Context: an optimization exercise on an open-source flow, tuned for small area. The choices shown serve that exercise and are no tape-out recipe.
At most, simulation tests tie the RTL to the original design; equivalence was not proved.
Function not checked in run 2: the RTL went through the layout flow alone.
No run shown here takes its clock network from TritonCTS; it comes from the design's own scripts or RTL.
No driver is modelled on the clock port, so clock power and skew are understated where the tree is cut down; a real chip needs a root buffer or a tree.
Power is estimated from default activity; no workload was simulated.

===== flow/standard.sh =====
#!/bin/bash
# synth_recipe.tcl (not shown) runs the flow's synth.tcl, then flattens the netlist and writes it again
# the make line also repeats each setting of config.mk as NAME=value (left out here)
make -C /OpenROAD-flow-scripts/flow DESIGN_CONFIG=/design/flow/config.mk WORK_HOME=/design/flow/orfs CLKGATE_MAP_FILE= SYNTH_SCRIPT=/design/flow/synth_recipe.tcl "${@:-finish}"

===== flow/flow/clock_tree.tcl =====
set nbuf [expr {[info exists ::env(CLK_NBUF)] ? $::env(CLK_NBUF) : 4}]
set bcell [expr {[info exists ::env(CLK_BUF_CELL)] ? $::env(CLK_BUF_CELL) : "sky130_fd_sc_hd__clkbuf_8"}]
set block [ord::get_db_block]
set clkport [$block findBTerm Bus2IP_Clk]
set clknet [$clkport getNet]
# walk the tree from the port: collect buffers and sinks
set sinks {}
set bufs {}
set todo [list $clknet]
while {[llength $todo]} {
  set net [lindex $todo 0]; set todo [lrange $todo 1 end]
  foreach it [$net getITerms] {
    set inst [$it getInst]
    if {![$it isInputSignal] && [$it getIoType] ne "INPUT"} { continue }
    set m [[$inst getMaster] getName]
    if {[string match "*clkbuf*" $m] || [string match "*clkinv*" $m]} {
      lappend bufs $inst
      lappend todo [[$inst findITerm X] getNet]
    } else {
      lappend sinks $it
    }
  }
}
foreach b $bufs {
  set on [[$b findITerm X] getNet]
  foreach it [$b getITerms] { if {[$it getNet] ne "NULL"} { $it disconnect } }
  odb::dbInst_destroy $b
  if {$on ne "NULL" && $on ne $clknet && [llength [$on getITerms]] == 0} { odb::dbNet_destroy $on }
}
foreach it $sinks { if {[$it getNet] ne "NULL"} { $it disconnect } }
# k-means on sink locations
set pts {}
foreach it $sinks {
  set bb [[$it getInst] getBBox]
  lappend pts [list [expr {([$bb xMin]+[$bb xMax])/2.0}] [expr {([$bb yMin]+[$bb yMax])/2.0}]]
}
set n [llength $pts]
set cents {}
set sorted [lsort -real -index 0 $pts]
for {set k 0} {$k < $nbuf} {incr k} { lappend cents [lindex $sorted [expr {int(($k+0.5)*$n/$nbuf)}]] }
for {set iter 0} {$iter < 50} {incr iter} {
  # balanced assignment: each buffer takes at most cap sinks; the sinks with
  # the most to lose from a second choice pick first
  set cap [expr {($n + $nbuf - 1) / $nbuf}]
  set order {}
  set i 0
  foreach p $pts {
    set ds {}
    for {set k 0} {$k < $nbuf} {incr k} {
      set c [lindex $cents $k]
      lappend ds [expr {abs([lindex $p 0]-[lindex $c 0]) + abs([lindex $p 1]-[lindex $c 1])}]
    }
    set sd [lsort -real $ds]
    lappend order [list $i [expr {[lindex $sd 1] - [lindex $sd 0]}] $ds]
    incr i
  }
  set asg [lrepeat $n 0]
  set used [lrepeat $nbuf 0]
  foreach o [lsort -real -decreasing -index 1 $order] {
    set ds [lindex $o 2]
    set best -1; set bd 1e30
    for {set k 0} {$k < $nbuf} {incr k} {
      if {[lindex $used $k] < $cap && [lindex $ds $k] < $bd} { set bd [lindex $ds $k]; set best $k }
    }
    lset asg [lindex $o 0] $best
    lset used $best [expr {[lindex $used $best] + 1}]
  }
  set nc {}
  for {set k 0} {$k < $nbuf} {incr k} {
    set sx 0; set sy 0; set cnt 0
    foreach p $pts a $asg { if {$a == $k} { set sx [expr {$sx+[lindex $p 0]}]; set sy [expr {$sy+[lindex $p 1]}]; incr cnt } }
    if {$cnt} { lappend nc [list [expr {$sx/$cnt}] [expr {$sy/$cnt}]] } else { lappend nc [lindex $cents $k] }
  }
  set cents $nc
}
set master [[ord::get_db] findMaster $bcell]
for {set k 0} {$k < $nbuf} {incr k} {
  set b [odb::dbInst_create $block $master "clkbuf_leaf_$k"]
  set c [lindex $cents $k]
  $b setLocation [expr {int([lindex $c 0])}] [expr {int([lindex $c 1])}]
  $b setPlacementStatus PLACED
  set net [odb::dbNet_create $block "clknet_leaf_$k"]
  $net setSigType CLOCK
  [$b findITerm A] connect $clknet
  [$b findITerm X] connect $net
  set cnt 0
  foreach it $sinks a $asg { if {$a == $k} { $it connect $net; incr cnt } }
  puts "clk4: buffer $k ($bcell) drives $cnt sinks"
}
puts "clk4: removed [llength $bufs] CTS buffers, [llength $sinks] sinks"
detailed_placement
check_placement -verbose

===== flow/flow/run.sh =====
#!/bin/bash
# The standard layout (standard synthesis unchanged) with three changes:
#  * port buffers are buf_1 instead of the default clkdlybuf4s50_1;
#  * the clock tree is rebuilt after CTS by clock_tree.tcl (POST_CTS hook):
#    CLK_NBUF buffers of type CLK_BUF_CELL, each fed from the clock port;
#  * CTS itself inserts no dummy loads.
# The full make output goes to flow_make.log in the work folder; ORFS's own
# per-step logs are under orfs/logs.
set -euo pipefail
cd "$(dirname "$0")/.."
export CLK_NBUF=3
export CLK_BUF_CELL=sky130_fd_sc_hd__clkbuf_16
bash standard.sh \
  BUFFER_PORTS_ARGS="-buffer_cell sky130_fd_sc_hd__buf_1" \
  CTS_ARGS="-sink_clustering_enable -repair_clock_nets -dont_use_dummy_load -buf_list sky130_fd_sc_hd__clkbuf_8" \
  POST_CTS_TCL="$(pwd)/flow/clock_tree.tcl" \
  finish > flow_make.log 2>&1

===== flow/design.v =====
module user_logic
(
  IR_signal,
  Interrupt,
  Bus2IP_Clk,
  Bus2IP_Reset,
  Bus2IP_Data,
  Bus2IP_BE,
  Bus2IP_RdCE,
  Bus2IP_WrCE,
  IP2Bus_Data,
  IP2Bus_RdAck,
  IP2Bus_WrAck,
  IP2Bus_Error
);
parameter C_SLV_DWIDTH                   = 32;
parameter C_NUM_REG                      = 3;
input                                     IR_signal;
output                                    Interrupt;
input                                     Bus2IP_Clk;
input                                     Bus2IP_Reset;
input      [0 : C_SLV_DWIDTH-1]           Bus2IP_Data;
input      [0 : C_SLV_DWIDTH/8-1]         Bus2IP_BE;
input      [0 : C_NUM_REG-1]              Bus2IP_RdCE;
input      [0 : C_NUM_REG-1]              Bus2IP_WrCE;
output     [0 : C_SLV_DWIDTH-1]           IP2Bus_Data;
output                                    IP2Bus_RdAck;
output                                    IP2Bus_WrAck;
output                                    IP2Bus_Error;
  localparam [11:0] Y_RST  = 12'b100110100010;
  localparam [11:0] Y_A    = 12'b111011101000;
  localparam [11:0] Y_E    = 12'b000101110111;
  localparam [11:0] M_E    = 12'b111101111011;
  localparam [11:0] Y_T    = 12'b101110111000;
  localparam [11:0] M_T    = 12'b111111011100;
  localparam [11:0] Y_W    = 12'b111011100010;
  localparam [11:0] M_W    = 12'b111101110011;
  reg  [11:0] y;
  wire te = ((y & M_E) == (Y_E & M_E));
  wire tt = ((y & M_T) == (Y_T & M_T));
  wire tw = ((y & M_W) == (Y_W & M_W));
  always @(posedge Bus2IP_Clk)
    if (Bus2IP_Reset)  y <= Y_RST;
    else if (tw)       y <= Y_A;
    else               y <= {y[10:0], y[11] ^ y[10] ^ y[9] ^ y[3]};
  reg ir_d;
  always @(posedge Bus2IP_Clk)
    ir_d <= IR_signal;
  wire lvl_low  = ~ir_d & ~IR_signal;
  wire lvl_high =  ir_d &  IR_signal;
  reg  [6:0]  n1;      
  reg         wflag;   
  reg         sflag;   
  reg  [12:0] sr;      
  reg         pend;    
  wire lo_ok  = ~n1[3] & ~n1[2] & ~(n1[1] & n1[0]);
  wire r_zero = lo_ok & (n1[6:4] == 3'b001);
  wire r_one  = lo_ok & (n1[6:4] == 3'b010);
  wire r_strt = lo_ok & (n1[6:4] == 3'b100);
  wire send   = sflag & sr[0];
  wire dec    = lvl_high & wflag & sflag & (r_zero | r_one);
  wire ld     = lvl_high & r_strt & ~send;
  always @(posedge Bus2IP_Clk)
    if (Bus2IP_Reset) begin
      n1    <= 7'd1;
      wflag <= 1'b0;
      sflag <= 1'b0;
    end else if (te) begin
      if (IR_signal)             n1 <= 7'd1;
      else if (~(n1[6] & n1[5])) n1 <= n1 + 7'd1;
      if (lvl_low)               wflag <= 1'b1;
      else if (dec)              wflag <= 1'b0;
      if (send)                  sflag <= 1'b0;
      else if (ld)               sflag <= 1'b1;
    end
  wire sr_ld   = te & ld;
  wire sr_sh   = te & dec;
  wire sr_hold = ~(sr_ld | sr_sh);
  wire [12:0] sr_d;
  ul_ao22 u_sr [11:0] (.a(sr_sh), .b(sr[12:1]), .c(sr_hold), .d(sr[11:0]), .y(sr_d[11:0]));
  assign sr_d[12] = (sr_sh & r_one) | (sr_hold & sr[12]) | sr_ld;
  always @(posedge Bus2IP_Clk)
    sr <= sr_d;
  reg  [0:11] reg0;
  reg  [31:0] reg1;
  reg  [0:15] reg2_hi;
  reg         irq;
  wire do_send = tt & pend;
  wire set_irq = tw & pend;
  wire clr_irq = irq & (reg2_hi == 16'h1000);
  wire wr2     = (Bus2IP_WrCE == 3'b001);
  always @(posedge Bus2IP_Clk)
    if (Bus2IP_Reset)               pend <= 1'b0;
    else if (te & send)             pend <= 1'b1;
    else if (r1_c[32])              pend <= 1'b0;
    else if (tw)                    pend <= 1'b0;
  wire r0_ld   = do_send & ~Bus2IP_Reset;
  wire r0_hold = ~do_send & ~Bus2IP_Reset;
  wire [0:11] reg0_d;
  ul_ao22 u_r0 [0:11] (.a(r0_ld), .b(sr[12:1]), .c(r0_hold), .d(reg0), .y(reg0_d));
  always @(posedge Bus2IP_Clk)
    reg0 <= reg0_d;
  wire [32:0] r1_c;
  assign r1_c[0] = do_send;
  genvar gi;
  generate
    for (gi = 0; gi < 32; gi = gi + 1) begin : g_r1
      wire d;
      ul_cnt_bit u_c (.q(reg1[gi]), .ci(r1_c[gi]), .rst(Bus2IP_Reset), .d(d), .co(r1_c[gi+1]));
      always @(posedge Bus2IP_Clk)
        reg1[gi] <= d;
    end
  endgenerate
  always @(posedge Bus2IP_Clk)
    if (Bus2IP_Reset) begin
      irq     <= 1'b0;
    end else begin
      if (clr_irq)      irq <= 1'b0;
      else if (set_irq) irq <= 1'b1;
    end
  wire we_b0   = wr2 & Bus2IP_BE[0] & ~Bus2IP_Reset;
  wire we_b1   = wr2 & Bus2IP_BE[1] & ~Bus2IP_Reset;
  wire keep_b0 = ~(wr2 & Bus2IP_BE[0]) & ~(clr_irq | set_irq) & ~Bus2IP_Reset;
  wire keep_b1 = ~(wr2 & Bus2IP_BE[1]) & ~(clr_irq | set_irq) & ~Bus2IP_Reset;
  wire [0:15] reg2_d;
  ul_ao22 u_r2a [0:7] (.a(we_b0), .b(Bus2IP_Data[0:7]),  .c(keep_b0), .d(reg2_hi[0:7]),  .y(reg2_d[0:7]));
  ul_ao22 u_r2b [0:7] (.a(we_b1), .b(Bus2IP_Data[8:15]), .c(keep_b1), .d(reg2_hi[8:15]), .y(reg2_d[8:15]));
  always @(posedge Bus2IP_Clk)
    reg2_hi <= reg2_d;
  assign Interrupt = irq;
  wire rd0 = (Bus2IP_RdCE == 3'b100);
  wire rd1 = (Bus2IP_RdCE == 3'b010);
  wire rd2 = (Bus2IP_RdCE == 3'b001);
  assign IP2Bus_Data  = ({32{rd0}} & {20'b0, reg0})
                      | ({32{rd1}} & reg1)
                      | ({32{rd2}} & {reg2_hi, irq, 15'b0});
  assign IP2Bus_WrAck = Bus2IP_WrCE[0] | Bus2IP_WrCE[1] | Bus2IP_WrCE[2];
  assign IP2Bus_RdAck = Bus2IP_RdCE[0] | Bus2IP_RdCE[1] | Bus2IP_RdCE[2];
  assign IP2Bus_Error = 1'b0;
endmodule
module ul_ao22 (input a, input b, input c, input d, output y);
  assign y = (a & b) | (c & d);
endmodule
module ul_cnt_bit (input q, input ci, input rst, output d, output co);
  assign d  = ~rst & (q ^ ci);
  assign co = q & ci;
endmodule

===== flow/config.mk =====
export PLATFORM = sky130hd
export DESIGN_NAME = user_logic
export DESIGN_NICKNAME = user_logic
export VERILOG_FILES = /design/flow/design.v
export SDC_FILE = /design/flow/constraint.sdc
export NUM_CORES = 4
export LEC_CHECK = 0
export CAP_MARGIN = 20
export CORE_MARGIN = 2
export CORE_UTILIZATION = 65
export SLEW_MARGIN = 20

===== flow/constraint.sdc =====
create_clock -name core_clock -period 10.0 [get_ports {Bus2IP_Clk}]
set_input_delay 2.0000 -clock core_clock [delete_from_list [all_inputs] [get_ports {Bus2IP_Clk}]]
set_output_delay 2.0000 -clock core_clock [all_outputs]
set_load 0.01 [all_outputs]

==> results of run 1 <==
sequential cells by signal, indices dropped and copies added, names as in the netlist:
register  cells
ir_d          1
irq           1
n1            7
pend          1
reg0         12
reg1         32
reg2_hi      16
sflag         1
sr           13
wflag         1
y            12
Yosys cell counts, types with 3 or more instances:
library cell / count
and2_1: 7
nand3_1: 3
o21ai_0: 6
ha_1: 34
nor2_1: 19
nor2b_1: 34
nand2_1: 9
inv_1: 6
nor4_1: 4
or3_1: 5
nand4bb_1: 3
nor3b_1: 5
or4_1: 3
nor3_1: 6
a22o_1: 56
clkbuf_1: 15
nand3b_1: 4
and3_1: 3
dfxtp_1: 97
mux2i_1: 12
a21oi_1: 9
power by group through the flow:
| stage | logic [mW] | clock network, mW | registers, mW |
|---|---|---|---|
| 6_report | 0.0279 | 0.150 | 0.395 |
| 5_1_grt | 0.0308 | 0.164 | 0.396 |
| 3_5_place_dp | 0.0276 | 0 | 0.404 |
| 3_3_place_gp | 0.0269 | 0 | 0.404 |
| 2_1_floorplan | 0.0182 | 0 | 0.403 |
worst register-to-register path: cells and delay by family, from the launching register on:
kind,cells,cell delay (ns)
simple gates,3,0.59
fa+ha+maj,32,6.44
flops,1,0.38
buf+inv,1,0.21
compound gates,1,0.13
cell type report:
type | instances | area, um2
plain buffers | 3 | 75.1
repair buffers | 65 | 260
multi-input cells | 251 | 1970
well taps | 75 | 93.8
fillers | 453 | 1590
flip-flops and latches | 97 | 1940
inverters | 6 | 22.5
logic make-up (layout without fill, tap and decap cells):
| family | count (synthesis) | in the layout | synth area share (%) |
|---|---|---|---|
| buffers and inverters | 27 | 74 | 2.87 |
| XOR/XNOR | 3 | 3 | 0.656 |
| other | 1 | 1 | 0.0935 |
| AO/OA/AOI/OAI | 81 | 81 | 16.1 |
| multiplexers | 12 | 12 | 3.00 |
| AND/OR/NAND/NOR | 120 | 120 | 18.2 |
| adder cells (fa/ha/maj) | 34 | 34 | 10.6 |
| flip-flops | 97 | 97 | 48.4 |
routing by layer:
metal,vias to the layer above,global-route usage [%]
met5,-,0
met4,0,4.43
met3,8,4.46
met2,62,37.6
met1,1390,29.1
li1,1470,-
through the flow:
stage | instances | hold WS (ns)
finish | 497 | 0.471
global route | 497 | 0.491
detailed placement | 494 | 0.452
global placement | 494 | 0.448
floorplan | 375 | 0.426
worst min path at each step:
stage | slack (ns) | to
2_1_floorplan | 0.43 | y[11]$_SDFF_PP1_
3_3_place_gp | 0.45 | wflag$_SDFFE_PP0P_
3_5_place_dp | 0.45 | y[2]$_SDFF_PP0_
5_1_grt | 0.49 | y[6]$_SDFF_PP0_
6_report | 0.47 | wflag$_SDFFE_PP0P_
==> flow_summary.json, run 1 <==
{
  "p_total_mw": 0.573,
  "hpwl_mm": 5.39,
  "status": "complete, no violations",
  "ant_nets": 0,
  "dr.pass1.iters": 4,
  "gr-total-overflow": 0,
  "crit_path_start": "y[10]$_SDFF_PP0_",
  "num_rows": 28,
  "p_comb_share_pct": 4.9,
  "synth_largest_area_cell": "dfxtp_1",
  "crit_slowest_cell": "dfxtp_1",
  "port-buffer-count": 61,
  "required_ns": 10.11,
  "syn_inst": 375,
  "grt_pass1_vias": 2591,
  "path_delay_family": "adder cells",
  "synthArstFlopShare_pct": 0,
  "tightest_slew_ns": 1.12,
  "end_kind": "flop",
  "ff2ff_path_depth": 37,
  "placed_area_um2": 4290,
  "dieArea_um2": 6810,
  "clk_latency_ns": 0.17,
  "fmax_mhz": 128,
  "start_kind": "flop",
  "final_area_um2": 4360,
  "p_sw_share_pct": 20.1,
  "endpoint": "pend$_SDFFE_PP0P_",
  "core_area_um2": 5960,
  "slew_headroom_pct": 25.0,
  "met1_length_mm": 3.66,
  "die_h_um": 82.5,
  "grt_pass1_wl_mm": 11.8,
  "clockPowerShare_pct": 26.1,
  "p_sw_mw": 0.115,
  "fin_tns_setup_ns": 0,
  "p_leak_nw": 1.81,
  "max_stage_delay_ns": 0.38,
  "worstSetupPathType": "reg -> reg",
  "final_common_cell": "dfxtp_1",
  "synth.area.top_cells": "dfxtp_1, a22o_1, ha_1",
  "slew_violations": 0,
  "crit_top_cell": "ha_1",
  "diodes": 0,
  "die_w_um": 82.5,
  "yosys.area.top_type_share_pct": 48.4,
  "path_depth": 37,
  "worst_slack_ns": 2.19,
  "yosysSeqAreaShare_pct": 48.4,
  "synth_cell_types": 46,
  "grt_usage_pct": 22.1,
  "period_share_pct": 78.1,
  "path_max_fanout": 13,
  "finish.net_count": 512,
  "peakVddDrop_mv": 0.155,
  "initial_core_util_pct": 67.3,
  "cts.sinks": 97,
  "holdPathStages": 2,
  "finalCoreUtilization_pct": 73.3,
  "wl_per_cell_um": 15.4,
  "synth_nets": 454,
  "synth_edf_count": 0,
  "highest_layer": "met4",
  "rrSetupSlack_ns": 2.19,
  "holdCritPathClass": "reg -> reg",
  "grt_start_max_net_pins": 67,
  "final_cell_mix": "dfxtp_1, buf_1, a22o_1",
  "clk_pin_slew_ns": 0.11,
  "synth-seq-cells": 97,
  "io-pin-count": 81,
  "r2r_start": "y[10]$_SDFF_PP0_",
  "ys_warn_count": 1,
  "fin_crit_ns": 7.81,
  "wl_met2_mm": 3.57,
  "syn2layout_area_growth_pct": 8.86,
  "antenna_found_initial": 0,
  "wl_met3_um": 336,
  "ys.flop_type": "dfxtp_1",
  "worstHoldStart": "wflag$_SDFFE_PP0P_",
  "syn_area_um2": 4010,
  "setup_viol": 0,
  "layout-drive-gt1-share_pct": 3.55,
  "arrival_ns": 7.91,
  "gp_congestion": 0.794,
  "internal_power_mw": 0.458,
  "drcViolationCount": 0,
  "finClkSkew_ns": 0.00792,
  "hold_viol_final": 0,
  "via_per_inst": 5.90,
  "power_density_nw_per_um2": 131,
  "pwr-share-seq_pct": 69.0,
  "r2r_end": "pend$_SDFFE_PP0P_",
  "routed_wl_mm": 7.64,
  "drt_iter0_markers": 113,
  "syn_avg_cell_area_um2": 10.7,
  "rsz0062_at_grt": "false",
  "max-cap-violations": 0,
  "vias": 2930,
  "cp_num_buf_inv": 1,
  "pre_cts_ws_ns": 2.19
}
==> run 2: changes to the inputs <==
--- a/flow/design.v
+++ b/flow/design.v
@@ -106,8 +106,7 @@
   generate
     for (gi = 0; gi < 32; gi = gi + 1) begin : g_r1
-      wire d;
-      ul_cnt_bit u_c (.q(reg1[gi]), .ci(r1_c[gi]), .rst(Bus2IP_Reset), .d(d), .co(r1_c[gi+1]));
+      assign r1_c[gi+1] = r1_c[gi] & reg1[gi];
       always @(posedge Bus2IP_Clk)
-        reg1[gi] <= d;
+        reg1[gi] <= ~Bus2IP_Reset & (reg1[gi] ^ r1_c[gi]);
     end
   endgenerate
--- a/flow/flow/clock_tree.tcl
+++ b/flow/flow/clock_tree.tcl
@@ -1,3 +1,4 @@
 set nbuf [expr {[info exists ::env(CLK_NBUF)] ? $::env(CLK_NBUF) : 4}]
+set balance [expr {[info exists ::env(CLK_BALANCE)] ? $::env(CLK_BALANCE) : 1}]
 set bcell [expr {[info exists ::env(CLK_BUF_CELL)] ? $::env(CLK_BUF_CELL) : "sky130_fd_sc_hd__clkbuf_8"}]
 set block [ord::get_db_block]
@@ -42,5 +43,5 @@
   # balanced assignment: each buffer takes at most cap sinks; the sinks with
   # the most to lose from a second choice pick first
-  set cap [expr {($n + $nbuf - 1) / $nbuf}]
+  set cap [expr {$balance ? ($n + $nbuf - 1) / $nbuf : $n}]
   set order {}
   set i 0
--- a/flow/config.mk
+++ b/flow/config.mk
@@ -10,2 +10,3 @@
 export CORE_UTILIZATION = 65
 export SLEW_MARGIN = 20
+export SYNTH_HIERARCHICAL = 1
==> flow_summary.json, run 2 <==
{
  "antenna_found_initial": 0,
  "synth_largest_area_cell": "dfxtp_1",
  "synth_cell_types": 41,
  "use_met2_pct": 41.5,
  "ys_warn_count": 7,
  "holdCritPathClass": "reg -> reg",
  "ys.flop_type": "dfxtp_1",
  "hold_viol_final": 0,
  "peakVddDrop_mv": 0.153,
  "wl_per_cell_um": 15.8,
  "slew_violations": 0,
  "syn_inst": 366,
  "slew_headroom_pct": 31.5,
  "end_kind": "flop",
  "synth_edf_count": 0,
  "largest_reg_flops": 32,
  "max_stage_delay_ns": 0.37,
  "fmax_mhz": 145,
  "via_per_inst": 6.02,
  "p_leak_nw": 1.82,
  "port-buffer-count": 61,
  "syn_avg_cell_area_um2": 10.8,
  "rsz0062_at_grt": "false",
  "grt_usage_pct": 23.2,
  "worstSetupPathType": "reg -> reg",
  "grt_pass1_wl_mm": 12.2,
  "arrival_ns": 7.05,
  "synth_most_common_cell": "dfxtp_1",
  "synthArstFlopShare_pct": 0,
  "gp_congestion": 0.868,
  "fin_tns_setup_ns": 0,
  "routed_wl_mm": 7.80,
  "vias": 2982,
  "layout-drive-gt1-share_pct": 3.33,
  "largest_register": "reg1",
  "io-pin-count": 81,
  "grt_pass1_vias": 2625,
  "hpwl_mm": 5.60,
  "hold_slack_ns": 0.477,
  "syn2layout_area_growth_pct": 9.59,
  "path_delay_family": "adder cells",
  "crit_slowest_cell": "dfxtp_1",
  "period_share_pct": 69.2,
  "max-cap-violations": 0,
  "drcViolationCount": 0,
  "p_total_mw": 0.575,
  "required_ns": 10.14,
  "largest_registers": "reg1 (32), reg2_hi (16), sr (13)",
  "dieArea_um2": 6700,
  "synth.area.top_cells": "dfxtp_1, a22o_1, ha_1",
  "cp_num_buf_inv": 0,
  "synth_top_cells_by_count": "dfxtp_1, a22o_1, nor2b_1",
  "initial_core_util_pct": 66.9,
  "start_kind": "flop",
  "clk_pin_slew_ns": 0.12,
  "finClkSkew_ns": 0.0146,
  "yosys.area.top_type_share_pct": 49.3,
  "num_rows": 28,
  "use_met1_pct": 29.9,
  "rrSetupSlack_ns": 3.08,
  "final_cell_mix": "dfxtp_1, a22o_1, buf_1",
  "yosysSeqAreaShare_pct": 49.3,
  "power_density_nw_per_um2": 133,
  "fin_crit_ns": 6.92,
  "grt_start_max_net_pins": 49,
  "cts.sinks": 97,
  "die_w_um": 81.9,
  "crit_top_cell": "ha_1",
  "status": "complete, no violations",
  "fill_cells": 445,
  "synth_nets": 445,
  "diodes": 0,
  "grtUsageMet3_pct": 3.08,
  "path_max_fanout": 5,
  "top_usage_layer": "met2",
  "syn_area_um2": 3940,
  "final_common_cell": "dfxtp_1",
  "setup_viol": 0,
  "core_area_um2": 5890,
  "synth-seq-cells": 97,
  "clk_latency_ns": 0.18,
  "ant_nets": 0,
  "tightest_slew_ns": 1.02,
  "dr.pass1.iters": 4,
  "gr-total-overflow": 0,
  "die_h_um": 81.9,
  "finish.net_count": 510,
  "drt_iter0_markers": 134
}
## run 2: cell types whose count changed in the layout (fill, tap and decap cells not counted), sizes merged, moves of 3 or more
cell,delta
a22o,+13
mux2i,-12
nor2,-8
nand3,+6
and3b,+4
nand3b,-4
or3,+4
nor2b,+3
or4,-3
## run 2: report_power, final
part           switching, mW  internal (mW)
clock network         0.0948         0.0561
registers            0.00456          0.392
logic                 0.0174         0.0107
## run 2: per-stage QoR
step	cell area (um2)	utilization, %	instances	setup WS (ns)
final	4320	73.4	495	3.08
after global routing	4320	73.4	495	2.65
after detailed placement	4240	72.1	492	3.09
after global placement	4240	72.1	492	3.16
after floorplan	3940	-	366	3.65
## run 2: worst register-to-register path, delay by kind of cell (launching register included)
kind                       cells  cell delay (ns)
AOI/OAI and AO/OA              1             0.14
and+or+nand+nor                3             0.41
DFF                            1             0.37
adders and majority gates     32             5.94
## run 2: cells by family (layout without fill, tap and decap cells)
family	count (synthesis)	in the layout	share of synthesized area (%)
adders and majority gates	34	34	10.8
buffers and inverters	20	74	2.03
DFF	97	97	49.3
AOI/OAI and AO/OA	91	91	18.7
and+or+nand+nor	119	119	18.2
other	1	1	0.0952
xor gates and xnor gates	4	4	0.889
## run 2: per-module statistics from Yosys (local to each module, per instance)
module | area, um2 | cells
user_logic | 3590 | 326
ul_ao22 | 8.76 | 1
## run 2: path summary, 6_finish.rpt
check | startpoint | end | depth (start not counted)
max reg2reg | y[9]$_SDFF_PP0_ | pend$_SDFFE_PP0P_ | 36
min | wflag$_SDFFE_PP0P_ | wflag$_SDFFE_PP0P_ | 2
max | y[9]$_SDFF_PP0_ | pend$_SDFFE_PP0P_ | 36
min reg2reg | wflag$_SDFFE_PP0P_ | wflag$_SDFFE_PP0P_ | 2
## run 2: area by class of cell
class / instances / area [um2] / share of cell area, %
repair buffers: 64 / 253 / 5.85
well taps: 75 / 93.8 / 2.17
plain buffers: 3 / 75.1 / 1.74
multi-input cells: 249 / 1930 / 44.7
inverters: 7 / 26.3 / 0.609
flip-flops and latches: 97 / 1940 / 45.0
## run 2: routing by layer
layer  routed length, um  up-vias  share of wire, %
met5                   0        -                 0
met4                  59        0              0.76
met3                 306        7               3.9
met2                3790       59                49
met1                3640     1453                47
li1                    -     1463                 -
==> run 3: changes to the inputs <==
--- a/flow/design.v
+++ b/flow/design.v
@@ -86,4 +86,5 @@
   reg  [0:15] reg2_hi;
   reg         irq;
+  wire [32:0] r1_c;    
   wire do_send = tt & pend;
   wire set_irq = tw & pend;
@@ -101,5 +102,4 @@
   always @(posedge Bus2IP_Clk)
     reg0 <= reg0_d;
-  wire [32:0] r1_c;
   assign r1_c[0] = do_send;
   genvar gi;
@@ -141,6 +141,2 @@
   assign y = (a & b) | (c & d);
 endmodule
-module ul_cnt_bit (input q, input ci, input rst, output d, output co);
-  assign d  = ~rst & (q ^ ci);
-  assign co = q & ci;
-endmodule
==> flow_summary.json, run 3 <==
{
  "synth_nets": 445,
  "crit_slowest_cell": "dfxtp_1",
  "layout-drive-gt1-share_pct": 3.33,
  "grt_usage_pct": 23.2,
  "largest_register": "reg1",
  "io-pin-count": 81,
  "fin_crit_ns": 6.92,
  "synth_cell_types": 41,
  "start_kind": "flop",
  "vias": 2982,
  "status": "complete, no violations",
  "r2r_start": "y[9]$_SDFF_PP0_",
  "finClkSkew_ns": 0.0146,
  "synth_top_cells_by_count": "dfxtp_1, a22o_1, nor2b_1",
  "holdCritPathClass": "reg -> reg",
  "final_cell_mix": "dfxtp_1, a22o_1, buf_1",
  "grt_start_max_net_pins": 49,
  "via_per_inst": 6.02,
  "worstHoldStart": "wflag$_SDFFE_PP0P_",
  "arrival_ns": 7.05,
  "hold_viol_final": 0,
  "placedCellCount": 492,
  "rrSetupSlack_ns": 3.08,
  "fill_cells": 445,
  "syn_inst": 366,
  "wl_per_cell_um": 15.8,
  "internal_power_mw": 0.458,
  "gp_congestion": 0.868,
  "p_sw_share_pct": 20.3,
  "ant_nets": 0,
  "core_area_um2": 5890,
  "period_share_pct": 69.2,
  "finish.net_count": 510,
  "p_sw_mw": 0.117,
  "die_h_um": 81.9,
  "crit_top_cell": "ha_1",
  "num_rows": 28,
  "placed_area_um2": 4240,
  "syn_area_um2": 3940,
  "end_kind": "flop",
  "max-cap-violations": 0,
  "gr-total-overflow": 0,
  "cts.sinks": 97,
  "worstSetupPathType": "reg -> reg",
  "fmax_mhz": 145,
  "tightest_slew_ns": 1.02,
  "p_total_mw": 0.575,
  "syn_avg_cell_area_um2": 10.8,
  "drcViolationCount": 0,
  "diodes": 0,
  "clk_pin_slew_ns": 0.12,
  "yosys.area.top_type_share_pct": 49.3,
  "port-buffer-count": 61,
  "synthArstFlopShare_pct": 0,
  "max_stage_delay_ns": 0.37,
  "largest_registers": "reg1 (32), reg2_hi (16), sr (13)",
  "drt_iter0_markers": 134,
  "cp_num_buf_inv": 0,
  "setup_viol": 0,
  "slew_violations": 0,
  "synth_edf_count": 0,
  "dieArea_um2": 6700,
  "synth_largest_area_cell": "dfxtp_1",
  "grt_pass1_vias": 2625,
  "ys_warn_count": 7,
  "largest_reg_flops": 32,
  "synth-seq-cells": 97,
  "initial_core_util_pct": 66.9,
  "synth_most_common_cell": "dfxtp_1",
  "final_cells": 495,
  "path_delay_family": "adder cells",
  "synth.area.top_cells": "dfxtp_1, a22o_1, ha_1",
  "required_ns": 10.14,
  "dr.pass1.iters": 4,
  "power_density_nw_per_um2": 133,
  "path_max_fanout": 5,
  "grt_pass1_wl_mm": 12.2,
  "final_common_cell": "dfxtp_1",
  "slew_headroom_pct": 31.5,
  "path_depth": 36,
  "syn2layout_area_growth_pct": 9.59,
  "final_area_um2": 4320,
  "routed_wl_mm": 7.80,
  "holdPathStages": 2,
  "p_comb_share_pct": 4.9,
  "ys.flop_type": "dfxtp_1",
  "clockPowerShare_pct": 26.2,
  "yosysSeqAreaShare_pct": 49.3,
  "peakVddDrop_mv": 0.153,
  "crit_path_start": "y[9]$_SDFF_PP0_",
  "clk_latency_ns": 0.18,
  "die_w_um": 81.9,
  "hpwl_mm": 5.60,
  "p_leak_nw": 1.82,
  "ff2ff_path_depth": 36,
  "pwr-share-seq_pct": 68.9,
  "fin_tns_setup_ns": 0,
  "antenna_found_initial": 0,
  "rsz0062_at_grt": "false"
}
[run 3: cell counts in the layout (fill, tap and decap cells not counted)]
No cell type changed its count.
[run 3: stage by stage]
step / hold WS (ns) / utilization (%) / setup WS, ns
floorplan: 0.423 / - / 3.65
global placement: 0.452 / 72.1 / 3.16
detailed placement: 0.458 / 72.1 / 3.09
global route: 0.497 / 73.4 / 2.65
finish: 0.477 / 73.4 / 3.08
[run 3: per-layer routing]
layer,track usage [%],part of all wire [%],vias up
met5,0,0,-
met4,4.67,0.76,0
met3,3.08,3.9,7
met2,41.5,49,59
met1,29.9,47,1453
li1,-,-,1463
[run 3: layout make-up]
class | instances | area [um2] | share of cell area (%)
sequential | 97 | 1940 | 45.0
timing repair buffer | 64 | 253 | 5.85
inverter | 7 | 26.3 | 0.609
tap | 75 | 93.8 | 2.17
multi-input combinational | 249 | 1930 | 44.7
buffer | 3 | 75.1 | 1.74
[run 3: final timing paths]
kind | end
min | wflag$_SDFFE_PP0P_
min reg2reg | wflag$_SDFFE_PP0P_
max | pend$_SDFFE_PP0P_
max reg2reg | pend$_SDFFE_PP0P_
[run 3: worst min-delay path: stages, from the launching register on]
cell     delay [ns]
dfxtp_1        0.32
o21ai_0        0.06
a21oi_1        0.06
[run 3: power groups by stage]
stage / Combinational [mW] / Clock, mW / Sequential, mW
global route: 0.0312 / 0.162 / 0.397
floorplan: 0.0184 / 0 / 0.403
global placement: 0.0276 / 0 / 0.404
detailed placement: 0.0280 / 0 / 0.405
finish: 0.0280 / 0.151 / 0.396
[run 3: cells by family (layout without fill, tap and decap cells)]
family	Yosys count	after routing	share of synthesized area, %
adders and majority gates	34	34	10.8
xor gates and xnor gates	4	4	0.889
DFF	97	97	49.3
and+or+nand+nor	119	119	18.2
AOI/OAI and AO/OA	91	91	18.7
other	1	1	0.0952
buffers and inverters	20	74	2.03
[run 3: Yosys stat by module, one instance, submodules excluded]
module	flops+latches	cells inside	area, um2	copies in the design
user_logic	97	326	3590	1
ul_ao22	0	1	8.76	40
==> run 4: changes to the inputs <==
--- a/flow/design.v
+++ b/flow/design.v
@@ -63,10 +63,7 @@
   always @(posedge Bus2IP_Clk)
     if (Bus2IP_Reset) begin
-      n1    <= 7'd1;
       wflag <= 1'b0;
       sflag <= 1'b0;
     end else if (te) begin
-      if (IR_signal)             n1 <= 7'd1;
-      else if (~(n1[6] & n1[5])) n1 <= n1 + 7'd1;
       if (lvl_low)               wflag <= 1'b1;
       else if (dec)              wflag <= 1'b0;
@@ -74,4 +71,18 @@
       else if (ld)               sflag <= 1'b1;
     end
+  wire       n1_clr = Bus2IP_Reset | (te & IR_signal);
+  wire [7:0] n1_c;
+  assign n1_c[0] = te & ~(n1[6] & n1[5]);
+  genvar ni;
+  generate
+    for (ni = 0; ni < 7; ni = ni + 1) begin : g_n1
+      assign n1_c[ni+1] = n1_c[ni] & n1[ni];
+      if (ni == 0) begin : b0
+        always @(posedge Bus2IP_Clk) n1[ni] <= n1_clr | (n1[ni] ^ n1_c[ni]);
+      end else begin : bn
+        always @(posedge Bus2IP_Clk) n1[ni] <= ~n1_clr & (n1[ni] ^ n1_c[ni]);
+      end
+    end
+  endgenerate
   wire sr_ld   = te & ld;
   wire sr_sh   = te & dec;
==> flow_summary.json, run 4 <==
{
  "status": "complete, no violations",
  "dieArea_um2": 6640,
  "final_cell_mix": "dfxtp_1, a22o_1, buf_1",
  "synthArstFlopShare_pct": 0,
  "synth_compound_area_share_pct": 18.8,
  "final_common_cell": "dfxtp_1",
  "syn_avg_cell_area_um2": 11.3,
  "fin_tns_setup_ns": 0,
  "largest_registers": "reg1 (32), reg2_hi (16), sr (13)",
  "path_max_fanout": 3,
  "synthSimpleGateAreaFrac_pct": 16.1,
  "synth_top_cells_by_count": "dfxtp_1, a22o_1, ha_1",
  "slew_headroom_pct": 29.3,
  "synth.area.top_cells": "dfxtp_1, a22o_1, ha_1",
  "cp_num_buf_inv": 1,
  "largest_reg_flops": 32,
  "initial_core_util_pct": 66.7,
  "gp_congestion": 0.732,
  "routed_wl_mm": 7.31,
  "crit_slowest_cell": "dfxtp_1",
  "tightest_slew_ns": 1.06,
  "grt_pass1_wl_mm": 11.6,
  "ys.flop_type": "dfxtp_1",
  "die_w_um": 81.5,
  "grt_pass1_vias": 2510,
  "yosysSeqAreaShare_pct": 49.8,
  "max_stage_delay_ns": 0.35,
  "power_density_nw_per_um2": 133,
  "core_area_um2": 5850,
  "syn_area_um2": 3900,
  "pre_cts_ws_ns": 3.11,
  "synth_most_common_cell": "dfxtp_1",
  "end_kind": "flop",
  "hold_viol_final": 0,
  "hpwl_mm": 5.20,
  "fmax_mhz": 144,
  "drt_iter0_markers": 112,
  "synth_mux_area_share_pct": 0,
  "grt_usage_pct": 22.2,
  "layout-drive-gt1-share_pct": 3.99,
  "p_leak_nw": 1.89,
  "finClkSkew_ns": 0.00914,
  "num_rows": 28,
  "worstSetupPathType": "reg -> reg",
  "fin_crit_ns": 6.96,
  "ys_warn_count": 7,
  "finish.net_count": 496,
  "max-cap-violations": 0,
  "clk_latency_ns": 0.17,
  "setup_viol": 0,
  "diodes": 0,
  "synth_largest_area_cell": "dfxtp_1",
  "peakVddDrop_mv": 0.137,
  "synth_top_family_by_area": "compound AO/OA/AOI/OAI gates",
  "rrSetupSlack_ns": 3.04,
  "via_per_inst": 5.82,
  "syn2layout_area_growth_pct": 10.1,
  "cts.sinks": 97,
  "finalCoreUtilization_pct": 73.4,
  "slew_violations": 0,
  "required_ns": 10.10,
  "ant_nets": 0,
  "start_kind": "flop",
  "port-buffer-count": 61,
  "syn_inst": 345,
  "synth_cell_types": 44,
  "rsz0062_at_grt": "false",
  "period_share_pct": 69.6,
  "clk_pin_slew_ns": 0.12,
  "hold_slack_ns": 0.454,
  "vias": 2770,
  "gr-total-overflow": 0,
  "wl_per_cell_um": 15.4,
  "synth-seq-cells": 97,
  "placed_area_um2": 4210,
  "antenna_found_initial": 0,
  "synth_xor_area_share_pct": 0.898,
  "grt_start_max_net_pins": 51,
  "crit_top_cell": "ha_1",
  "drcViolationCount": 0,
  "largest_register": "reg1",
  "arrival_ns": 7.07,
  "die_h_um": 81.5,
  "holdCritPathClass": "reg -> reg",
  "yosys.area.top_type_share_pct": 49.8,
  "final_area_um2": 4300,
  "synth_edf_count": 0,
  "worst_slack_ns": 3.04,
  "path_delay_family": "adder cells",
  "io-pin-count": 81,
  "dr.pass1.iters": 4,
  "synth_nets": 429,
  "synthAdderAreaFrac_pct": 12.5
}
[run 4: cell types whose count changed after synthesis, sizes merged, moves of 3 or more]
cell / delta
and2: +5
ha: +5
nand3: -4
nor2: -3
nor2b: -3
o21ai: -8
or3: -6
[run 4: logic make-up after synthesis]
| logic type | after synthesis |
|---|---|
| buffers and inverters | 18 |
| XOR/XNOR | 4 |
| flip-flops | 97 |
| adder cells (fa/ha/maj) | 39 |
| AO/OA/AOI/OAI | 85 |
| other | 1 |
| AND/OR/NAND/NOR | 101 |
[run 4: final timing paths]
path	from	to	depth (start not counted)
hold / removal	y[7]$_SDFF_PP1_	y[8]$_SDFF_PP1_	2
hold reg to reg	y[7]$_SDFF_PP1_	y[8]$_SDFF_PP1_	2
setup / recovery	y[10]$_SDFF_PP0_	pend$_SDFFE_PP0P_	37
setup reg to reg	y[10]$_SDFF_PP0_	pend$_SDFFE_PP0P_	37
[run 4: Yosys stat by module (local to each module, per instance)]
module	flip-flops and latches	copies in the design	area [um2]	cells inside
ul_ao22	0	40	8.76	1
user_logic	97	1	3550	305
[run 4: routing by layer]
layer / share of wire (%) / global-route usage (%)
met1: 47 / 28.8
met2: 48 / 39.5
met3: 4.4 / 2.64
met4: 1.4 / 5.25
met5: 0 / 0
[run 4: layout make-up]
class                      count  area [um2]
buffer                         3        75.1
inverter                       7        26.3
sequential                    97        1940
multi-input combinational    230        1910
timing repair buffer          64         253
tap                           75        93.8
fill                         438        1550
[run 4: through the flow]
| step | power [mW] | cells |
|---|---|---|
| after floorplan | 0.421 | 345 |
| after global placement | 0.432 | 473 |
| after detailed placement | 0.432 | 473 |
| after global routing | 0.591 | 476 |
| final | 0.573 | 476 |
[run 4: worst register-to-register path, delay by kind of cell (launching register included)]
family | cells | cell delay [ns]
AOI/OAI and AO/OA | 1 | 0.14
adders and majority gates | 32 | 5.94
buffers and inverters | 1 | 0.08
DFF | 1 | 0.35
and+or+nand+nor | 3 | 0.41
[run 4: where the power goes]
part / total [mW] / switching (mW) / internal [mW]
Sequential: 0.396 / 0.00417 / 0.392
Clock: 0.150 / 0.0936 / 0.0561
Combinational: 0.0279 / 0.0173 / 0.0106
Total: 0.573 / 0.115 / 0.458
==> run 5: changes to the inputs <==
--- a/flow/design.v
+++ b/flow/design.v
@@ -63,7 +63,10 @@
   always @(posedge Bus2IP_Clk)
     if (Bus2IP_Reset) begin
+      n1    <= 7'd1;
       wflag <= 1'b0;
       sflag <= 1'b0;
     end else if (te) begin
+      if (IR_signal)             n1 <= 7'd1;
+      else if (~(n1[6] & n1[5])) n1 <= n1 + 7'd1;
       if (lvl_low)               wflag <= 1'b1;
       else if (dec)              wflag <= 1'b0;
@@ -71,31 +74,11 @@
       else if (ld)               sflag <= 1'b1;
     end
-  wire       n1_clr = Bus2IP_Reset | (te & IR_signal);
-  wire [7:0] n1_c;
-  assign n1_c[0] = te & ~(n1[6] & n1[5]);
-  genvar ni;
-  generate
-    for (ni = 0; ni < 7; ni = ni + 1) begin : g_n1
-      assign n1_c[ni+1] = n1_c[ni] & n1[ni];
-      if (ni == 0) begin : b0
-        always @(posedge Bus2IP_Clk) n1[ni] <= n1_clr | (n1[ni] ^ n1_c[ni]);
-      end else begin : bn
-        always @(posedge Bus2IP_Clk) n1[ni] <= ~n1_clr & (n1[ni] ^ n1_c[ni]);
-      end
-    end
-  endgenerate
-  wire sr_ld   = te & ld;
-  wire sr_sh   = te & dec;
-  wire sr_hold = ~(sr_ld | sr_sh);
-  wire [12:0] sr_d;
-  ul_ao22 u_sr [11:0] (.a(sr_sh), .b(sr[12:1]), .c(sr_hold), .d(sr[11:0]), .y(sr_d[11:0]));
-  assign sr_d[12] = (sr_sh & r_one) | (sr_hold & sr[12]) | sr_ld;
   always @(posedge Bus2IP_Clk)
-    sr <= sr_d;
+    if (te & ld)       sr <= 13'h1000;
+    else if (te & dec) sr <= {r_one, sr[12:1]};
   reg  [0:11] reg0;
   reg  [31:0] reg1;
   reg  [0:15] reg2_hi;
   reg         irq;
-  wire [32:0] r1_c;    
   wire do_send = tt & pend;
   wire set_irq = tw & pend;
@@ -109,8 +92,7 @@
   wire r0_ld   = do_send & ~Bus2IP_Reset;
   wire r0_hold = ~do_send & ~Bus2IP_Reset;
-  wire [0:11] reg0_d;
-  ul_ao22 u_r0 [0:11] (.a(r0_ld), .b(sr[12:1]), .c(r0_hold), .d(reg0), .y(reg0_d));
   always @(posedge Bus2IP_Clk)
-    reg0 <= reg0_d;
+    reg0 <= ({12{r0_ld}} & sr[12:1]) | ({12{r0_hold}} & reg0);
+  wire [32:0] r1_c;
   assign r1_c[0] = do_send;
   genvar gi;
@@ -133,9 +115,8 @@
   wire keep_b0 = ~(wr2 & Bus2IP_BE[0]) & ~(clr_irq | set_irq) & ~Bus2IP_Reset;
   wire keep_b1 = ~(wr2 & Bus2IP_BE[1]) & ~(clr_irq | set_irq) & ~Bus2IP_Reset;
-  wire [0:15] reg2_d;
-  ul_ao22 u_r2a [0:7] (.a(we_b0), .b(Bus2IP_Data[0:7]),  .c(keep_b0), .d(reg2_hi[0:7]),  .y(reg2_d[0:7]));
-  ul_ao22 u_r2b [0:7] (.a(we_b1), .b(Bus2IP_Data[8:15]), .c(keep_b1), .d(reg2_hi[8:15]), .y(reg2_d[8:15]));
-  always @(posedge Bus2IP_Clk)
-    reg2_hi <= reg2_d;
+  always @(posedge Bus2IP_Clk) begin
+    reg2_hi[0:7]  <= ({8{we_b0}} & Bus2IP_Data[0:7])  | ({8{keep_b0}} & reg2_hi[0:7]);
+    reg2_hi[8:15] <= ({8{we_b1}} & Bus2IP_Data[8:15]) | ({8{keep_b1}} & reg2_hi[8:15]);
+  end
   assign Interrupt = irq;
   wire rd0 = (Bus2IP_RdCE == 3'b100);
@@ -149,5 +130,2 @@
   assign IP2Bus_Error = 1'b0;
 endmodule
-module ul_ao22 (input a, input b, input c, input d, output y);
-  assign y = (a & b) | (c & d);
-endmodule
--- a/flow/flow/clock_tree.tcl
+++ b/flow/flow/clock_tree.tcl
@@ -1,4 +1,3 @@
 set nbuf [expr {[info exists ::env(CLK_NBUF)] ? $::env(CLK_NBUF) : 4}]
-set balance [expr {[info exists ::env(CLK_BALANCE)] ? $::env(CLK_BALANCE) : 1}]
 set bcell [expr {[info exists ::env(CLK_BUF_CELL)] ? $::env(CLK_BUF_CELL) : "sky130_fd_sc_hd__clkbuf_8"}]
 set block [ord::get_db_block]
@@ -43,5 +42,5 @@
   # balanced assignment: each buffer takes at most cap sinks; the sinks with
   # the most to lose from a second choice pick first
-  set cap [expr {$balance ? ($n + $nbuf - 1) / $nbuf : $n}]
+  set cap [expr {($n + $nbuf - 1) / $nbuf}]
   set order {}
   set i 0
--- a/flow/config.mk
+++ b/flow/config.mk
@@ -10,3 +10,2 @@
 export CORE_UTILIZATION = 65
 export SLEW_MARGIN = 20
-export SYNTH_HIERARCHICAL = 1
==> flow_summary.json, run 5 <==
{
  "syn_inst": 379,
  "slew_violations": 0,
  "largest_register": "reg1",
  "worstSetupPathType": "reg -> reg",
  "grt_pass1_vias": 2860,
  "required_ns": 10.11,
  "io-pin-count": 81,
  "largest_registers": "reg1 (32), reg2_hi (16), sr (13)",
  "vias": 2942,
  "synthAdderAreaFrac_pct": 10.4,
  "dieArea_um2": 6920,
  "fmax_mhz": 139,
  "pwr-share-seq_pct": 68.8,
  "path_max_fanout": 9,
  "synth_largest_area_cell": "dfxtp_1",
  "antenna_found_initial": 0,
  "port-buffer-count": 61,
  "grt_start_max_net_pins": 67,
  "p_total_mw": 0.576,
  "end_kind": "flop",
  "synth.area.top_cells": "dfxtp_1, a22o_1, ha_1",
  "synth_most_common_cell": "dfxtp_1",
  "status": "complete, no violations",
  "die_w_um": 83.2,
  "synth_cell_types": 47,
  "hpwl_mm": 5.50,
  "syn_avg_cell_area_um2": 10.8,
  "yosys.area.top_type_share_pct": 47.6,
  "synth-seq-cells": 97,
  "largest_reg_flops": 32,
  "clk_latency_ns": 0.18,
  "syn2layout_area_growth_pct": 9.42,
  "routed_wl_mm": 7.93,
  "synth_nets": 458,
  "die_h_um": 83.2,
  "grt_usage_pct": 23.1,
  "arrival_ns": 7.30,
  "ys_warn_count": 1,
  "layout-drive-gt1-share_pct": 5.36,
  "period_share_pct": 71.9,
  "final_common_cell": "dfxtp_1",
  "internal_power_mw": 0.459,
  "tightest_slew_ns": 1.08,
  "synthSimpleGateAreaFrac_pct": 19.5,
  "finClkSkew_ns": 0.0127,
  "ys.flop_type": "dfxtp_1",
  "synthArstFlopShare_pct": 0,
  "diodes": 0,
  "wl_per_cell_um": 15.7,
  "grt_pass1_wl_mm": 13.4,
  "gp_congestion": 0.811,
  "dr.pass1.iters": 4,
  "final_cell_mix": "dfxtp_1, buf_1, a22o_1",
  "gr-total-overflow": 0,
  "max_stage_delay_ns": 0.39,
  "ant_nets": 0,
  "hold_viol_final": 0,
  "num_rows": 28,
  "synth_top_family_by_area": "simple AND/OR/NAND/NOR gates",
  "clk_pin_slew_ns": 0.12,
  "crit_top_cell": "ha_1",
  "slew_headroom_pct": 27.4,
  "fin_tns_setup_ns": 0,
  "synth_mux_area_share_pct": 3.44,
  "p_leak_nw": 1.87,
  "drt_iter0_markers": 149,
  "p_comb_share_pct": 5.1,
  "p_sw_mw": 0.117,
  "crit_slowest_cell": "dfxtp_1",
  "p_sw_share_pct": 20.3,
  "fill_cells": 442,
  "start_kind": "flop",
  "yosysSeqAreaShare_pct": 47.6,
  "cts.sinks": 97,
  "power_density_nw_per_um2": 129,
  "via_per_inst": 5.84,
  "fin_crit_ns": 7.19,
  "clockPowerShare_pct": 26.1,
  "synth_compound_area_share_pct": 15.6,
  "synth_edf_count": 0,
  "setup_viol": 0,
  "finish.net_count": 519,
  "rsz0062_at_grt": "false",
  "max-cap-violations": 0,
  "drcViolationCount": 0,
  "holdCritPathClass": "reg -> reg",
  "synth_xor_area_share_pct": 0.859,
  "peakVddDrop_mv": 0.165,
  "synth_top_cells_by_count": "dfxtp_1, a22o_1, nor2b_1",
  "initial_core_util_pct": 68.1,
  "syn_area_um2": 4080,
  "core_area_um2": 5990
}
run 5: area by class of cell:
class	count	area, um2	area share (%)
flip-flops and latches	97	1940	43.5
multi-input cells	258	2070	46.3
repair buffers	65	264	5.92
plain buffers	3	75.1	1.68
well taps	75	93.8	2.10
inverters	6	22.5	0.505
run 5: routing by layer:
layer / vias up / track usage [%] / part of all wire, %
met4: 0 / 3.43 / 0.66
met1: 1393 / 31.2 / 46
met3: 5 / 3.08 / 4.5
met2: 66 / 40.3 / 49
met5: - / 0 / 0
li1: 1478 / - / -
run 5: critical path, delay by kind of cell (launching register included):
kind,cells,cell delay [ns]
adders and majority gates,32,5.98
DFF,1,0.39
AOI/OAI and AO/OA,1,0.33
and+or+nand+nor,3,0.41
run 5: worst paths after layout:
path,slack (ns),to,depth (start not counted),start
min reg2reg,0.47,y[8]$_SDFF_PP1_,2,y[7]$_SDFF_PP1_
max,2.81,pend$_SDFFE_PP0P_,36,y[10]$_SDFF_PP0_
max reg2reg,2.81,pend$_SDFFE_PP0P_,36,y[10]$_SDFF_PP0_
min,0.47,y[8]$_SDFF_PP1_,2,y[7]$_SDFF_PP1_
run 5: power by group through the flow:
stage          sequential (mW)  clock [mW]  combinational (mW)
6_report                 0.396       0.151              0.0295
5_1_grt                  0.397       0.167              0.0328
3_5_place_dp             0.405           0              0.0288
3_3_place_gp             0.405           0              0.0285
2_1_floorplan            0.403           0              0.0198
run 5: per-stage QoR:
stage	setup WS (ns)	std cells	utilization (%)	hold WS, ns	instance area, um2
global route	2.49	504	74.5	0.497	4460
global placement	2.92	500	72.9	0.447	4370
finish	2.81	504	74.5	0.470	4460
detailed placement	2.79	500	72.9	0.455	4370
floorplan	3.34	379	-	0.432	4080
run 5: kinds of logic after synthesis:
logic type / after synthesis
XOR/XNOR: 4
multiplexers: 14
flip-flops: 97
AO/OA/AOI/OAI: 74
other: 1
adder cells (fa/ha/maj): 34
AND/OR/NAND/NOR: 131
buffers and inverters: 24
==> run 6: changes to the inputs <==
--- a/flow/design.v
+++ b/flow/design.v
@@ -63,10 +63,7 @@
   always @(posedge Bus2IP_Clk)
     if (Bus2IP_Reset) begin
-      n1    <= 7'd1;
       wflag <= 1'b0;
       sflag <= 1'b0;
     end else if (te) begin
-      if (IR_signal)             n1 <= 7'd1;
-      else if (~(n1[6] & n1[5])) n1 <= n1 + 7'd1;
       if (lvl_low)               wflag <= 1'b1;
       else if (dec)              wflag <= 1'b0;
@@ -74,11 +71,31 @@
       else if (ld)               sflag <= 1'b1;
     end
+  wire       n1_clr = Bus2IP_Reset | (te & IR_signal);
+  wire [7:0] n1_c;
+  assign n1_c[0] = te & ~(n1[6] & n1[5]);
+  genvar ni;
+  generate
+    for (ni = 0; ni < 7; ni = ni + 1) begin : g_n1
+      assign n1_c[ni+1] = n1_c[ni] & n1[ni];
+      if (ni == 0) begin : b0
+        always @(posedge Bus2IP_Clk) n1[ni] <= n1_clr | (n1[ni] ^ n1_c[ni]);
+      end else begin : bn
+        always @(posedge Bus2IP_Clk) n1[ni] <= ~n1_clr & (n1[ni] ^ n1_c[ni]);
+      end
+    end
+  endgenerate
+  wire sr_ld   = te & ld;
+  wire sr_sh   = te & dec;
+  wire sr_hold = ~(sr_ld | sr_sh);
+  wire [12:0] sr_d;
+  ul_ao22 u_sr [11:0] (.a(sr_sh), .b(sr[12:1]), .c(sr_hold), .d(sr[11:0]), .y(sr_d[11:0]));
+  assign sr_d[12] = (sr_sh & r_one) | (sr_hold & sr[12]) | sr_ld;
   always @(posedge Bus2IP_Clk)
-    if (te & ld)       sr <= 13'h1000;
-    else if (te & dec) sr <= {r_one, sr[12:1]};
+    sr <= sr_d;
   reg  [0:11] reg0;
   reg  [31:0] reg1;
   reg  [0:15] reg2_hi;
   reg         irq;
+  wire [32:0] r1_c;    
   wire do_send = tt & pend;
   wire set_irq = tw & pend;
@@ -92,7 +109,8 @@
   wire r0_ld   = do_send & ~Bus2IP_Reset;
   wire r0_hold = ~do_send & ~Bus2IP_Reset;
+  wire [0:11] reg0_d;
+  ul_ao22 u_r0 [0:11] (.a(r0_ld), .b(sr[12:1]), .c(r0_hold), .d(reg0), .y(reg0_d));
   always @(posedge Bus2IP_Clk)
-    reg0 <= ({12{r0_ld}} & sr[12:1]) | ({12{r0_hold}} & reg0);
-  wire [32:0] r1_c;
+    reg0 <= reg0_d;
   assign r1_c[0] = do_send;
   genvar gi;
@@ -115,8 +133,9 @@
   wire keep_b0 = ~(wr2 & Bus2IP_BE[0]) & ~(clr_irq | set_irq) & ~Bus2IP_Reset;
   wire keep_b1 = ~(wr2 & Bus2IP_BE[1]) & ~(clr_irq | set_irq) & ~Bus2IP_Reset;
-  always @(posedge Bus2IP_Clk) begin
-    reg2_hi[0:7]  <= ({8{we_b0}} & Bus2IP_Data[0:7])  | ({8{keep_b0}} & reg2_hi[0:7]);
-    reg2_hi[8:15] <= ({8{we_b1}} & Bus2IP_Data[8:15]) | ({8{keep_b1}} & reg2_hi[8:15]);
-  end
+  wire [0:15] reg2_d;
+  ul_ao22 u_r2a [0:7] (.a(we_b0), .b(Bus2IP_Data[0:7]),  .c(keep_b0), .d(reg2_hi[0:7]),  .y(reg2_d[0:7]));
+  ul_ao22 u_r2b [0:7] (.a(we_b1), .b(Bus2IP_Data[8:15]), .c(keep_b1), .d(reg2_hi[8:15]), .y(reg2_d[8:15]));
+  always @(posedge Bus2IP_Clk)
+    reg2_hi <= reg2_d;
   assign Interrupt = irq;
   wire rd0 = (Bus2IP_RdCE == 3'b100);
@@ -130,2 +149,5 @@
   assign IP2Bus_Error = 1'b0;
 endmodule
+module ul_ao22 (input a, input b, input c, input d, output y);
+  assign y = (a & b) | (c & d);
+endmodule
--- a/flow/flow/run.sh
+++ b/flow/flow/run.sh
@@ -3,5 +3,6 @@
 #  * port buffers are buf_1 instead of the default clkdlybuf4s50_1;
 #  * the clock tree is rebuilt after CTS by clock_tree.tcl (POST_CTS hook):
-#    CLK_NBUF buffers of type CLK_BUF_CELL, each fed from the clock port;
+#    one inverter (CLK_ROOT_INV) on the clock port feeding CLK_NBUF
+#    inverters (CLK_BUF_CELL), each driving one group of flip-flops;
 #  * CTS itself inserts no dummy loads.
 # The full make output goes to flow_make.log in the work folder; ORFS's own
@@ -10,5 +11,6 @@
 cd "$(dirname "$0")/.."
 export CLK_NBUF=3
-export CLK_BUF_CELL=sky130_fd_sc_hd__clkbuf_16
+export CLK_BUF_CELL=sky130_fd_sc_hd__inv_12
+export CLK_ROOT_INV=sky130_fd_sc_hd__inv_4
 bash standard.sh \
   BUFFER_PORTS_ARGS="-buffer_cell sky130_fd_sc_hd__buf_1" \
--- a/flow/flow/clock_tree.tcl
+++ b/flow/flow/clock_tree.tcl
@@ -1,5 +1,8 @@
 set nbuf [expr {[info exists ::env(CLK_NBUF)] ? $::env(CLK_NBUF) : 4}]
+set balance [expr {[info exists ::env(CLK_BALANCE)] ? $::env(CLK_BALANCE) : 1}]
 set bcell [expr {[info exists ::env(CLK_BUF_CELL)] ? $::env(CLK_BUF_CELL) : "sky130_fd_sc_hd__clkbuf_8"}]
 set block [ord::get_db_block]
+proc uniq_inst {n} { set b [ord::get_db_block]; while {[$b findInst $n] ne "NULL"} { append n "_r" }; return $n }
+proc uniq_net {n} { set b [ord::get_db_block]; while {[$b findNet $n] ne "NULL"} { append n "_r" }; return $n }
 set clkport [$block findBTerm Bus2IP_Clk]
 set clknet [$clkport getNet]
@@ -42,5 +45,5 @@
   # balanced assignment: each buffer takes at most cap sinks; the sinks with
   # the most to lose from a second choice pick first
-  set cap [expr {($n + $nbuf - 1) / $nbuf}]
+  set cap [expr {$balance ? ($n + $nbuf - 1) / $nbuf : $n}]
   set order {}
   set i 0
@@ -75,13 +78,29 @@
 }
 set master [[ord::get_db] findMaster $bcell]
+set feed $clknet
+if {[info exists ::env(CLK_ROOT_INV)] && $::env(CLK_ROOT_INV) ne ""} {
+  # an inverter pair: one inverter at the centre of the sinks feeds the
+  # leaf inverters, so the sinks see the clock's own polarity
+  set sx 0; set sy 0
+  foreach c $cents { set sx [expr {$sx + [lindex $c 0]}]; set sy [expr {$sy + [lindex $c 1]}] }
+  set r [odb::dbInst_create $block [[ord::get_db] findMaster $::env(CLK_ROOT_INV)] [uniq_inst "clkinv_root"]]
+  $r setLocation [expr {int($sx/$nbuf)}] [expr {int($sy/$nbuf)}]
+  $r setPlacementStatus PLACED
+  set feed [odb::dbNet_create $block [uniq_net "clknet_root_n"]]
+  $feed setSigType CLOCK
+  [$r findITerm A] connect $clknet
+  [$r findITerm Y] connect $feed
+}
 for {set k 0} {$k < $nbuf} {incr k} {
-  set b [odb::dbInst_create $block $master "clkbuf_leaf_$k"]
+  set b [odb::dbInst_create $block $master [uniq_inst "clkbuf_leaf_$k"]]
   set c [lindex $cents $k]
   $b setLocation [expr {int([lindex $c 0])}] [expr {int([lindex $c 1])}]
   $b setPlacementStatus PLACED
-  set net [odb::dbNet_create $block "clknet_leaf_$k"]
+  set net [odb::dbNet_create $block [uniq_net "clknet_leaf_$k"]]
   $net setSigType CLOCK
-  [$b findITerm A] connect $clknet
-  [$b findITerm X] connect $net
+  [$b findITerm A] connect $feed
+  set out [$b findITerm X]
+  if {$out eq "NULL"} { set out [$b findITerm Y] }
+  $out connect $net
   set cnt 0
   foreach it $sinks a $asg { if {$a == $k} { $it connect $net; incr cnt } }
--- a/flow/config.mk
+++ b/flow/config.mk
@@ -10,2 +10,3 @@
 export CORE_UTILIZATION = 65
 export SLEW_MARGIN = 20
+export SYNTH_HIERARCHICAL = 1
==> flow_summary.json, run 6 <==
{
  "die_h_um": 81.5,
  "grt_start_max_net_pins": 51,
  "ant_nets": 0,
  "crit_slowest_cell": "dfxtp_1",
  "diodes": 0,
  "end_kind": "flop",
  "synth_top_cells_by_count": "dfxtp_1, a22o_1, ha_1",
  "synth_nets": 429,
  "synth_most_common_cell": "dfxtp_1",
  "synthArstFlopShare_pct": 0,
  "worstSetupPathType": "reg -> reg",
  "r2r_start": "y[10]$_SDFF_PP0_",
  "gp_congestion": 0.732,
  "r2r_end": "pend$_SDFFE_PP0P_",
  "synth.area.top_cells": "dfxtp_1, a22o_1, ha_1",
  "fmax_mhz": 144,
  "rsz0062_at_grt": "false",
  "period_share_pct": 69.5,
  "num_rows": 28,
  "endpoint": "pend$_SDFFE_PP0P_",
  "required_ns": 10.16,
  "finClkSkew_ns": 0.0113,
  "clk_latency_ns": 0.23,
  "power_density_nw_per_um2": 132,
  "arrival_ns": 7.10,
  "finalCoreUtilization_pct": 73.1,
  "p_leak_nw": 1.88,
  "rrSetupSlack_ns": 3.05,
  "path_max_fanout": 3,
  "pre_cts_ws_ns": 3.11,
  "gr-total-overflow": 0,
  "largest_register": "reg1",
  "ff2ff_path_depth": 37,
  "syn_area_um2": 3900,
  "hold_viol_final": 0,
  "slew_violations": 0,
  "crit_top_cell": "ha_1",
  "dieArea_um2": 6640,
  "setup_viol": 0,
  "port-buffer-count": 61,
  "layout-drive-gt1-share_pct": 4.23,
  "vias": 2773,
  "max_stage_delay_ns": 0.35,
  "syn_avg_cell_area_um2": 11.3,
  "crit_path_start": "y[10]$_SDFF_PP0_",
  "hpwl_mm": 5.20,
  "ys_warn_count": 7,
  "largest_registers": "reg1 (32), reg2_hi (16), sr (13)",
  "synth-seq-cells": 97,
  "tightest_slew_ns": 1.04,
  "grt_usage_pct": 21.9,
  "p_total_mw": 0.564,
  "via_per_inst": 5.81,
  "placed_area_um2": 4210,
  "status": "complete, no violations",
  "synth_cell_types": 44,
  "syn2layout_area_growth_pct": 9.59,
  "core_area_um2": 5850,
  "largest_reg_flops": 32,
  "drt_iter0_markers": 111,
  "holdCritPathClass": "reg -> reg",
  "ys.flop_type": "dfxtp_1",
  "drcViolationCount": 0,
  "fin_tns_setup_ns": 0,
  "syn_inst": 345,
  "max-cap-violations": 0,
  "cts.sinks": 97,
  "slew_headroom_pct": 30.1,
  "die_w_um": 81.5,
  "io-pin-count": 81,
  "wl_per_cell_um": 15.3,
  "start_kind": "flop",
  "peakVddDrop_mv": 0.0991,
  "worst_slack_ns": 3.05,
  "clk_pin_slew_ns": 0.11,
  "grt_pass1_vias": 2544,
  "synth_largest_area_cell": "dfxtp_1",
  "antenna_found_initial": 0,
  "grt_pass1_wl_mm": 11.6,
  "dr.pass1.iters": 4,
  "final_area_um2": 4280,
  "final_common_cell": "dfxtp_1",
  "final_cell_mix": "dfxtp_1, a22o_1, buf_1",
  "synth_edf_count": 0,
  "initial_core_util_pct": 66.7,
  "finish.net_count": 497,
  "routed_wl_mm": 7.28,
  "fin_crit_ns": 6.95,
  "yosys.area.top_type_share_pct": 49.8,
  "yosysSeqAreaShare_pct": 49.8
}
-- run 6: cell count changes after synthesis, sizes merged, moves of 3 or more --
cell    previous run  this run
a22o              56        69
and2               6        11
and3b              0         3
clkbuf            13         8
ha                34        39
mux2i             14         0
nand2b             4         1
nand3b             4         1
nor2              27         9
nor2b             37        34
o21ai              3         0
or3                6         3
-- run 6: area by class of cell --
type | instances | area, um2
multi-input combinational | 230 | 1910
inverter | 11 | 81.3
tap | 75 | 93.8
fill | 438 | 1570
sequential | 97 | 1940
timing repair buffer | 64 | 253
-- run 6: metal layers --
layer	track usage [%]	up-vias	wire length [um]
met5	0	-	0
met4	4.75	0	110
met3	2.20	11	322
met2	39.0	64	3490
met1	28.8	1308	3350
li1	-	1390	-
-- run 6: worst min path at each step --
| stage | startpoint | end | slack, ns | cells after the start |
|---|---|---|---|---|
| final | y[7]$_SDFF_PP1_ | y[8]$_SDFF_PP1_ | 0.45 | 2 |
| after global routing | y[7]$_SDFF_PP1_ | y[8]$_SDFF_PP1_ | 0.50 | 2 |
| after global placement | y[7]$_SDFF_PP1_ | y[8]$_SDFF_PP1_ | 0.43 | 2 |
| after floorplan | y[7]$_SDFF_PP1_ | y[8]$_SDFF_PP1_ | 0.42 | 2 |
| after detailed placement | y[7]$_SDFF_PP1_ | y[8]$_SDFF_PP1_ | 0.44 | 2 |
-- run 6: logic make-up after synthesis --
group                      synth area share [%]
and+or+nand+nor                            16.1
DFF                                        49.8
AOI/OAI and AO/OA                          18.8
adders and majority gates                  12.5
buffers and inverters                      1.89
xor gates and xnor gates                  0.898
other                                    0.0961
-- run 6: worst max-delay path: cells and delay by family, from the launching register on --
kind	cells	cell delay, ns
buffers and inverters	1	0.08
adder cells (fa/ha/maj)	32	5.91
flip-flops	1	0.35
AO/OA/AOI/OAI	1	0.14
AND/OR/NAND/NOR	3	0.41
-- run 6: Yosys stat by module (local to each module, per instance) --
module      cells  flops+latches
ul_ao22         1              0
user_logic    305             97
-- run 6: metrics by stage --
step | hold WS (ns) | instances
detailed placement | 0.437 | 473
global placement | 0.431 | 473
floorplan | 0.423 | 345
global route | 0.499 | 477
finish | 0.454 | 477
-- run 6: where the power goes --
part           internal [mW]  total (mW)  switching (mW)
logic                 0.0106      0.0279          0.0173
clock network         0.0176       0.140           0.123
registers              0.392       0.396         0.00419

-- port drivers added, routing unchanged --
Ports are ideal in the flow. The routed layouts listed here were re-timed in OpenROAD.
Step 1 assumes that a clkbuf_16 drives the clock port and a buf_2 every other input.
Step 2, shift: input delay + t, output delay - t, t = (earliest + latest rising clock arrival at the registers) / 2. This alone moves slack from input paths to output paths.
Three values: no drivers, after step 1, after step 2; two values: the first two.
run | t, ns | setup slack, ns | worst setup path at the end | slew at the worst register clock pin (ns)
run 1 | 0.232 | 2.191 / 2.191 / 2.191 | register to register | 0.11 / 0.11
run 2 | 0.230 | 3.084 / 3.084 / 3.084 | register to register | 0.12 / 0.12
run 3 | 0.230 | 3.084 / 3.084 / 3.084 | register to register | 0.12 / 0.12
run 4 | 0.230 | 3.036 / 3.036 / 3.036 | register to register | 0.12 / 0.12
run 5 | 0.231 | 2.813 / 2.813 / 2.813 | register to register | 0.12 / 0.12
run 6 | 0.256 | 3.054 / 3.054 / 3.054 | register to register | 0.11 / 0.11
After both steps every run listed still meets setup and hold.
